Context: an optimization exercise on an open-source flow, tuned for small area, a short achievable clock period and few clock cycles. The choices shown serve that exercise and are no tape-out recipe. The RTL was checked by simulation tests, not by an equivalence proof against the original design. Power and IR drop assume default switching activity.

==> build 91 <==
Design top, start of the top module:
module top(clk, rst, start, x, y, z, mem_rdata, mem_addr, mem_wdata, mem_wen, done);
export LEC_CHECK = 0
export CAP_MARGIN = 20
export CORE_MARGIN = 2
export CORE_UTILIZATION = 40
export CTS_CLUSTER_DIAMETER = 80
export CTS_CLUSTER_SIZE = 30
export SLEW_MARGIN = 20
export SYNTH_HIERARCHICAL = 1
create_clock -name core_clock -period 10.0 [get_ports {clk}]
run.sh (not shown) runs the stock make flow with config.mk's settings and CLKGATE_MAP_FILE= SYNTH_SCRIPT=/design/flow/synth_recipe.tcl, a recipe that flattens the netlist after the stock synthesis.
==> trial 76: changes against build 91 <==
--- a/flow/design.v
+++ b/flow/design.v
@@ -36,13 +36,13 @@
 reg go;              
 reg [4:0] s;         
 reg [4:0] rho;       
 reg [8:0] iaddr, faddr, waddr;
 reg [7:0] wcnt;      
 reg lastw;
-wire idle = !running && !lastw;
+wire idle = !running && !done;
 wire s_end = (s == 5'd16);
 wire [4:0] sn = go ? 5'd0 : (s_end ? 5'd0 : s + 5'd1);
 wire [4:0] rn = go ? 5'd0 : (s_end ? rho + 5'd1 : rho);
 wire act = go || running;
 reg ld_now, ld_next, fl_next;
 always @(posedge clk) begin
@@ -2894,48 +2894,48 @@
 wire s2931;
 wire c2932;
 wire s2933;
 wire c2934;
 wire s2935;
 wire c2936;
-wire s2940;
-wire c2941;
+wire s2937;
+wire c2938;
+wire s2939;
+wire c2940;
+wire s2941;
+wire c2942;
+wire s2943;
+wire c2944;
 wire s2945;
 wire c2946;
-wire s2950;
-wire c2951;
-wire s2952;
-wire c2953;
-wire s2954;
-wire c2955;
-wire s2956;
-wire c2957;
+wire s2947;
+wire c2948;
+wire s2949;
+wire c2950;
+wire s2951;
+wire c2952;
+wire s2953;
+wire c2954;
 wire s2958;
 wire c2959;
-wire s2960;
-wire c2961;
-wire s2962;
-wire c2963;
-wire s2967;
-wire c2968;
-wire s2971;
-wire c2972;
-wire s2974;
-wire c2975;
-wire s2977;
-wire c2978;
-wire s2981;
-wire c2982;
+wire s2963;
+wire c2964;
+wire s2968;
+wire c2969;
+wire s2973;
+wire c2974;
+wire s2978;
+wire c2979;
+wire s2980;
+wire c2981;
+wire s2982;
+wire c2983;
+wire s2984;
+wire c2985;
 wire s2986;
 wire c2987;
-wire s2991;
-wire c2992;
-wire s2993;
-wire c2994;
-wire s2995;
-wire c2996;
 reg r2315;
 reg r2316;
 reg r2317;
 reg r2462;
 reg r2463;
 reg r2464;
@@ -3060,45 +3060,40 @@
 reg r2879;
 reg r2888;
 reg r2921;
 reg r2922;
 reg r2927;
 reg r2928;
-reg r2937;
-reg r2938;
-reg r2939;
-reg r2942;
-reg r2943;
-reg r2944;
-reg r2947;
-reg r2948;
-reg r2949;
-reg r2964;
+reg r2955;
+reg r2956;
+reg r2957;
+reg r2960;
+reg r2961;
+reg r2962;
 reg r2965;
 reg r2966;
-reg r2969;
+reg r2967;
 reg r2970;
-reg r2973;
+reg r2971;
+reg r2972;
+reg r2975;
 reg r2976;
-reg r2979;
-reg r2980;
-reg r2983;
-reg r2984;
-reg r2985;
+reg r2977;
 reg r2988;
 reg r2989;
 reg r2990;
+reg r2991;
+reg r2992;
+reg r2993;
+reg r2994;
+reg r2995;
+reg r2996;
 reg r2997;
 reg r2998;
 reg r2999;
 reg r3000;
-reg r3001;
-reg r3002;
-reg r3003;
-reg r3004;
-reg r3005;
 nd u_pp1(.a(w[0]), .b(f[0]), .y(pp1));
 nd u_pp2(.a(w[0]), .b(f[1]), .y(pp2));
 nd u_pp3(.a(w[0]), .b(f[2]), .y(pp3));
 nd u_pp4(.a(w[0]), .b(f[3]), .y(pp4));
 nd u_pp5(.a(w[0]), .b(f[4]), .y(pp5));
 nd u_pp6(.a(w[0]), .b(f[5]), .y(pp6));
@@ -5016,31 +5011,31 @@
 fa u_s2923(.a(r2921), .b(r2922), .c(c2876), .s(s2923), .co(c2924));
 fa u_s2925(.a(c2881), .b(c2883), .c(s2889), .s(s2925), .co(c2926));
 fa u_s2929(.a(r2927), .b(r2928), .c(1'b1), .s(s2929), .co(c2930));
 fa u_s2931(.a(s2891), .b(s2830), .c(1'b1), .s(s2931), .co(c2932));
 fa u_s2933(.a(c2892), .b(s2893), .c(s2838), .s(s2933), .co(c2934));
 fa u_s2935(.a(c2894), .b(c2896), .c(s2897), .s(s2935), .co(c2936));
-fa u_s2940(.a(r2937), .b(r2938), .c(r2939), .s(s2940), .co(c2941));
-fa u_s2945(.a(r2942), .b(r2943), .c(r2944), .s(s2945), .co(c2946));
-fa u_s2950(.a(r2947), .b(r2948), .c(r2949), .s(s2950), .co(c2951));
-fa u_s2952(.a(c2910), .b(s2913), .c(s2915), .s(s2952), .co(c2953));
-fa u_s2954(.a(c2914), .b(s2917), .c(c2916), .s(s2954), .co(c2955));
-fa u_s2956(.a(s2923), .b(c2918), .c(s2925), .s(s2956), .co(c2957));
-fa u_s2958(.a(s2929), .b(c2924), .c(c2890), .s(s2958), .co(c2959));
-fa u_s2960(.a(s2832), .b(s2746), .c(1'b1), .s(s2960), .co(c2961));
-fa u_s2962(.a(c2932), .b(s2895), .c(s2933), .s(s2962), .co(c2963));
-fa u_s2967(.a(r2964), .b(r2965), .c(r2966), .s(s2967), .co(c2968));
-fa u_s2971(.a(r2969), .b(r2970), .c(s2940), .s(s2971), .co(c2972));
-fa u_s2974(.a(r2973), .b(c2941), .c(s2945), .s(s2974), .co(c2975));
-fa u_s2977(.a(r2976), .b(c2946), .c(s2950), .s(s2977), .co(c2978));
-fa u_s2981(.a(r2979), .b(r2980), .c(c2951), .s(s2981), .co(c2982));
-fa u_s2986(.a(r2983), .b(r2984), .c(r2985), .s(s2986), .co(c2987));
-fa u_s2991(.a(r2988), .b(r2989), .c(r2990), .s(s2991), .co(c2992));
-fa u_s2993(.a(c2926), .b(s2958), .c(c2957), .s(s2993), .co(c2994));
-fa u_s2995(.a(c2930), .b(c2959), .c(1'b1), .s(s2995), .co(c2996));
-wire [11:0] fsum = {~r3005, ~r3003, ~c2992, ~c2987, ~c2982, ~c2978, ~c2975, ~c2972, ~c2968, ~r3001, ~r2999, ~r2997} + {1'b0, ~r3004, ~r3002, ~s2991, ~s2986, ~s2981, ~s2977, ~s2974, ~s2971, ~s2967, ~r3000, ~r2998};
+fa u_s2937(.a(c2898), .b(s2901), .c(c2900), .s(s2937), .co(c2938));
+fa u_s2939(.a(c2902), .b(s2905), .c(c2904), .s(s2939), .co(c2940));
+fa u_s2941(.a(s2909), .b(c2906), .c(s2911), .s(s2941), .co(c2942));
+fa u_s2943(.a(c2910), .b(s2913), .c(s2915), .s(s2943), .co(c2944));
+fa u_s2945(.a(c2914), .b(s2917), .c(c2916), .s(s2945), .co(c2946));
+fa u_s2947(.a(s2923), .b(c2918), .c(s2925), .s(s2947), .co(c2948));
+fa u_s2949(.a(s2929), .b(c2924), .c(c2890), .s(s2949), .co(c2950));
+fa u_s2951(.a(s2832), .b(s2746), .c(1'b1), .s(s2951), .co(c2952));
+fa u_s2953(.a(c2932), .b(s2895), .c(s2933), .s(s2953), .co(c2954));
+fa u_s2958(.a(r2955), .b(r2956), .c(r2957), .s(s2958), .co(c2959));
+fa u_s2963(.a(r2960), .b(r2961), .c(r2962), .s(s2963), .co(c2964));
+fa u_s2968(.a(r2965), .b(r2966), .c(r2967), .s(s2968), .co(c2969));
+fa u_s2973(.a(r2970), .b(r2971), .c(r2972), .s(s2973), .co(c2974));
+fa u_s2978(.a(r2975), .b(r2976), .c(r2977), .s(s2978), .co(c2979));
+fa u_s2980(.a(s2919), .b(s2945), .c(c2944), .s(s2980), .co(c2981));
+fa u_s2982(.a(c2920), .b(s2947), .c(c2946), .s(s2982), .co(c2983));
+fa u_s2984(.a(c2926), .b(s2949), .c(c2948), .s(s2984), .co(c2985));
+fa u_s2986(.a(c2930), .b(c2950), .c(1'b1), .s(s2986), .co(c2987));
+wire [11:0] fsum = {~r3000, ~r2998, ~r2996, ~r2994, ~c2979, ~c2974, ~c2969, ~c2964, ~c2959, ~r2992, ~r2990, ~r2988} + {1'b0, ~r2999, ~r2997, ~r2995, ~r2993, ~s2978, ~s2973, ~s2968, ~s2963, ~s2958, ~r2991, ~r2989};
 assign o = fsum[11:4];
 always @(posedge clk) begin
   r2315 <= c1773;
   r2316 <= s2125;
   r2317 <= s2127;
   r2462 <= s2303;
@@ -5167,45 +5162,40 @@
   r2879 <= c2808;
   r2888 <= c2824;
   r2921 <= s2884;
   r2922 <= s2886;
   r2927 <= c2885;
   r2928 <= c2887;
-  r2937 <= c2898;
-  r2938 <= s2901;
-  r2939 <= c2900;
-  r2942 <= c2902;
-  r2943 <= s2905;
-  r2944 <= c2904;
-  r2947 <= s2909;
-  r2948 <= c2906;
-  r2949 <= s2911;
-  r2964 <= c2934;
-  r2965 <= s2935;
-  r2966 <= s2899;
-  r2969 <= c2936;
-  r2970 <= s2903;
-  r2973 <= s2907;
-  r2976 <= c2908;
-  r2979 <= c2912;
-  r2980 <= s2952;
-  r2983 <= s2919;
-  r2984 <= s2954;
-  r2985 <= c2953;
-  r2988 <= c2920;
-  r2989 <= s2956;
-  r2990 <= c2955;
-  r2997 <= s2960;
-  r2998 <= s2931;
-  r2999 <= c2961;
-  r3000 <= s2962;
-  r3001 <= c2963;
-  r3002 <= s2993;
-  r3003 <= c2994;
-  r3004 <= s2995;
-  r3005 <= c2996;
+  r2955 <= c2934;
+  r2956 <= s2935;
+  r2957 <= s2899;
+  r2960 <= c2936;
+  r2961 <= s2903;
+  r2962 <= s2937;
+  r2965 <= s2907;
+  r2966 <= c2938;
+  r2967 <= s2939;
+  r2970 <= c2908;
+  r2971 <= s2941;
+  r2972 <= c2940;
+  r2975 <= c2912;
+  r2976 <= s2943;
+  r2977 <= c2942;
+  r2988 <= s2951;
+  r2989 <= s2931;
+  r2990 <= c2952;
+  r2991 <= s2953;
+  r2992 <= c2954;
+  r2993 <= s2980;
+  r2994 <= c2981;
+  r2995 <= s2982;
+  r2996 <= c2983;
+  r2997 <= s2984;
+  r2998 <= c2985;
+  r2999 <= s2986;
+  r3000 <= c2987;
 end
 reg [3:1] vp;     
 reg [7:0] rq;
 always @(posedge clk) rq <= res;
 reg [7:0] fq [0:3];
 reg [1:0] wp, rp;
==> summary of the runs <==
Build 91 produced a clean layout. Trial 76 went through all stages and came out clean. In trial 76 the fmax is smaller than in build 91, by about 0.54%. Between trial 76 and build 91, the lower power is in trial 76 (gap 4.2%, measured against build 91). In trial 76 the sequential cell count is lower than in build 91, by 5. Between trial 76 and build 91, the lower critical path depth is in trial 76 (gap 8). Between build 91 and trial 76, the lower first-iteration DRC count is in build 91 (gap about 15%, measured against trial 76). In trial 76 the global-route usage is higher than in build 91, by 0.80 points. In trial 76 the sequential share of layout area is lower than in build 91, by 0.095 points. In synthesized cell count, build 91 and trial 76 hardly differ.
==> figures <==
Run status: trial 76 no timing/DRC/antenna violations; build 91 no timing/DRC/antenna violations
First-pass GRT wire length: trial 76 189.9 mm; build 91 184.4 mm
Largest stage delay on the critical path: trial 76 650 ps; build 91 690 ps
Routed length on met1: trial 76 53.43 mm; build 91 50.08 mm
Total met3 wirelength after detailed routing: trial 76 9.914 mm; build 91 12.08 mm
Post-synthesis sequential area ratio: trial 76 43.06%; build 91 43.25%
Die area: trial 76 117,100 sq um; build 91 117,200 sq um
WP depth: trial 76 1; build 91 9
Classification of the worst setup path: trial 76 register to output pin; build 91 register to register
Total non-filler cell area in the finished layout: trial 76 50,450 sq um; build 91 50,580 sq um
Net count, final: trial 76 4,616; build 91 4,613
Syn_area_per_cell: trial 76 13.49 sq um; build 91 13.52 sq um
Placement Setup Slack: trial 76 6319 ps; build 91 6298 ps
Clock Sink Count: trial 76 882; build 91 887
Ratio of layout area to synthesized area: trial 76 1.1029x; build 91 1.1048x
R2r startpoint: trial 76 F[0][9]$_DFFE_PP_; build 91 F[1][21]$_DFFE_PP_
Total power of the final layout: trial 76 10.12 mW; build 91 10.56 mW
Testbench counts of build 91, summed over its fixed seeds: cycles 6,744.
Testbench counts of trial 76, summed over its fixed seeds: cycles 6,744.

## afterwards: timing with drivers on the ports
How much do the figures lean on ideal ports? The routed layouts below were timed once more, with nothing changed but the port constraints.
Step 1: set_driving_cell puts a clkbuf_16 on clk and a buf_2 on each other input, an assumption about the parent block.
Step 2 times the ports against the registers' clock, not the clock port: input delays grow and output delays shrink by t, the midpoint of the rising clock arrivals with the driver on.
Slacks: ideal / step 1 / step 2; pairs: ideal / step 1.
run | shift t [ns] | setup slack, ns | hold WS [ns] | worst data-port slew with drivers (ns)
build 91 | 0.739 | 6.202 / 6.202 / 6.202 | 0.308 / 0.308 / 0.308 | 0.08
trial 76 | 0.716 | 6.182 / 6.109 / 6.327 | 0.312 / 0.312 / 0.312 | 0.06
After both steps setup and hold are still met in every run listed.
